Source: an optimization exercise on an open RTL-to-GDS flow (aim: small area and a short achievable clock period). Production flows keep margins and buffers that such runs may drop. Function was checked by simulation only, so behaviour that the tests miss may differ from the original.

== exp/zinc ==
Design question_6, start of the top module:
module question_6(
    input clk,
    input rst,
    input signed [15:0] x,
    output reg signed [15:0] y
);
clock: 5.0 ns
lec_check: 0
cap_margin: 20
core_margin: 2
core_utilization: 40
setup_slack_margin: 2.7
slew_margin: 20
tns_end_percent: 100
standard.sh (not shown) runs the stock make flow with config.mk's settings and CLKGATE_MAP_FILE= SYNTH_SCRIPT=/design/flow/synth_recipe.tcl, a recipe that flattens the netlist after the stock synthesis.
==> flow/flow/run.sh <==
#!/bin/bash
set -euo pipefail
W=$(pwd)
R=$W/orfs/results/$FLOW_PLATFORM/question_6/base
LIB=$FLOW_HOME/platforms/$FLOW_PLATFORM/lib/sky130_fd_sc_hd__tt_025C_1v80.lib

bash standard.sh synth > $W/log_1_standard_synth.txt 2>&1
cp $R/1_2_yosys.v $W/standard_synth.v

WORK=$W LIB_FILE=$LIB yosys -c flow/synth_map.tcl > $W/log_2_own_synth_yosys.txt 2>&1

# the registers must be those of the standard synthesis: same names, same cells
regs() { grep -oE 'sky130_fd_sc_hd__df[a-z0-9_]+ +[^ ]+' "$1" | sed -E 's/_[0-9]+ / /' | sort; }
regs $W/standard_synth.v > $W/regs_standard.txt
regs $W/own_synth.v > $W/regs_own.txt
if ! cmp -s $W/regs_standard.txt $W/regs_own.txt; then
  echo "registers differ from the standard synthesis" >&2
  diff $W/regs_standard.txt $W/regs_own.txt >&2 || true
  exit 1
fi

cp $W/own_synth.v $R/1_2_yosys.v
rm -f $R/1_synth.odb $R/1_synth.sdc

export BUFFER_PORTS_ARGS="-buffer_cell sky130_fd_sc_hd__buf_2"
export CTS_ARGS="-sink_clustering_enable -repair_clock_nets -buf_list sky130_fd_sc_hd__clkbuf_4 -root_buf sky130_fd_sc_hd__clkbuf_8 -sink_clustering_size 16 -dont_use_dummy_load"
bash standard.sh finish > $W/log_3_standard_layout.txt 2>&1
Other scripts of this flow, unchanged in this note and not shown: flow/flow/q6_cells.v, flow/flow/synth_map.tcl
The flow did not stop early for exp/zinc: all stages ran, and the layout cleared the timing, design-rule and antenna checks.
Inputs modified between exp/zinc and exp/violet:
-- flow/flow/run.sh --
<<< exp/zinc, line 25
export BUFFER_PORTS_ARGS="-buffer_cell sky130_fd_sc_hd__buf_2"
export CTS_ARGS="-sink_clustering_enable -repair_clock_nets -buf_list sky130_fd_sc_hd__clkbuf_4 -root_buf sky130_fd_sc_hd__clkbuf_8 -sink_clustering_size 16 -dont_use_dummy_load"
bash standard.sh finish > $W/log_3_standard_layout.txt 2>&1
>>> exp/violet, line 25
export BUFFER_PORTS_ARGS="-buffer_cell sky130_fd_sc_hd__buf_2"
export CTS_ARGS="-sink_clustering_enable -repair_clock_nets -buf_list sky130_fd_sc_hd__clkbuf_2 -root_buf sky130_fd_sc_hd__clkbuf_4 -sink_clustering_buffer sky130_fd_sc_hd__clkbuf_2 -sink_clustering_size 16 -dont_use_dummy_load"
bash standard.sh finish > $W/log_3_standard_layout.txt 2>&1
-- flow/config.mk --
<<< exp/zinc, line 10
export CORE_UTILIZATION = 40
export SETUP_SLACK_MARGIN = 2.7
export SLEW_MARGIN = 20
>>> exp/violet, line 10
export CORE_UTILIZATION = 40
export SETUP_SLACK_MARGIN = 2.9
export SLEW_MARGIN = 20
Notes after the runs:
Per the comparison of exp/violet with exp/zinc, clock edge transition at the registers on the reported setup and hold paths increased by 0.03 ns relative to the old numbers, via count went up, residual antenna-violating net count after detailed routing roughly the same, met2 usage picked up an extra 1.1 points.
Input-level comparison between exp/yarrow and exp/violet:
-- flow/config.mk --
<<< exp/violet, line 10
export CORE_UTILIZATION = 40
export SETUP_SLACK_MARGIN = 2.9
export SLEW_MARGIN = 20
>>> exp/yarrow, line 10
export CORE_UTILIZATION = 40
export SETUP_SLACK_MARGIN = 2.7
export SLEW_MARGIN = 20
--- outcome ---
- On exp/yarrow: fmax is 29 MHz lower than what exp/violet gave.
- Between exp/violet and exp/yarrow, worst slew slack as a fraction of its limit is higher for exp/violet, exp/yarrow comes in under that.
- Hold slack: exp/violet vs exp/yarrow — no meaningful difference
- What exp/violet reported for routed length on met3 has to be multiplied by 0.68 to get the figure for exp/yarrow.
- In the tables for exp/violet and exp/yarrow, area of the multi-input gates reads lower with exp/yarrow.
- Via count of exp/yarrow falls short of that of exp/violet by a few percent.
Input changes introduced in exp/sierra (baseline for comparison: exp/yarrow):
-- flow/config.mk --
<<< exp/yarrow, line 10
export CORE_UTILIZATION = 40
export SETUP_SLACK_MARGIN = 2.7
export SLEW_MARGIN = 20
>>> exp/sierra, line 10
export CORE_UTILIZATION = 40
export SETUP_SLACK_MARGIN = 2.8
export SLEW_MARGIN = 20
==> summary.txt <==
Compared exp/sierra against exp/yarrow; total routing usage reported by global routing within noise. Setup slack in exp/sierra is larger than in exp/yarrow. exp/sierra ended up with y[15] as its worst setup path startpoint; exp/yarrow ended up with y[6]. Status: die width parity (exp/sierra, exp/yarrow). From exp/yarrow to exp/sierra the numbers moved as follows: sequential share of layout area shrank by 0.34 points. Minimum period implied by the final worst setup slack was lower in exp/sierra than in exp/yarrow. exp/sierra: number of fill cells is 37 lower than what exp/yarrow reported. Against exp/yarrow as the reference, exp/sierra delivers a higher layout overhead on the synthesized area. Diff exp/yarrow -> exp/sierra: critical path depth moved down, placed instance area grew by 0.50%.

port drivers added, routing unchanged:
The flow's constraints put no driver on any port. The routed layouts listed below were extracted and timed again, unchanged, in two steps. Step 1 sets driving cells, clkbuf_16 on the clock port and buf_2 on the other inputs (assumed; they add their load-dependent delay and slew). Step 2 adds t to the input delays and takes it off the output delays; t is the mean of the earliest and latest rising clock arrival at the registers after step 1. Input paths then give back, and output paths get back, about the clock's delay inside the block. a / b / c = ideal / step 1 / step 2; a / b = the first two.
| run | shift t [ns] | setup WS [ns] | worst setup path after step 2 |
|---|---|---|---|
| exp/zinc | 0.360 | 2.786 / 2.792 / 2.432 | input to register |
| exp/violet | 0.457 | 2.938 / 2.908 / 2.526 | input to register |
| exp/yarrow | 0.423 | 2.809 / 2.809 / 2.435 | input to register |
| exp/sierra | 0.423 | 2.884 / 2.850 / 2.500 | input to register |
After both steps setup and hold are still met in every run listed. The setup slack of exp/violet, which loses most, moves by -0.030 ns with the drivers and by -0.412 ns with both steps.
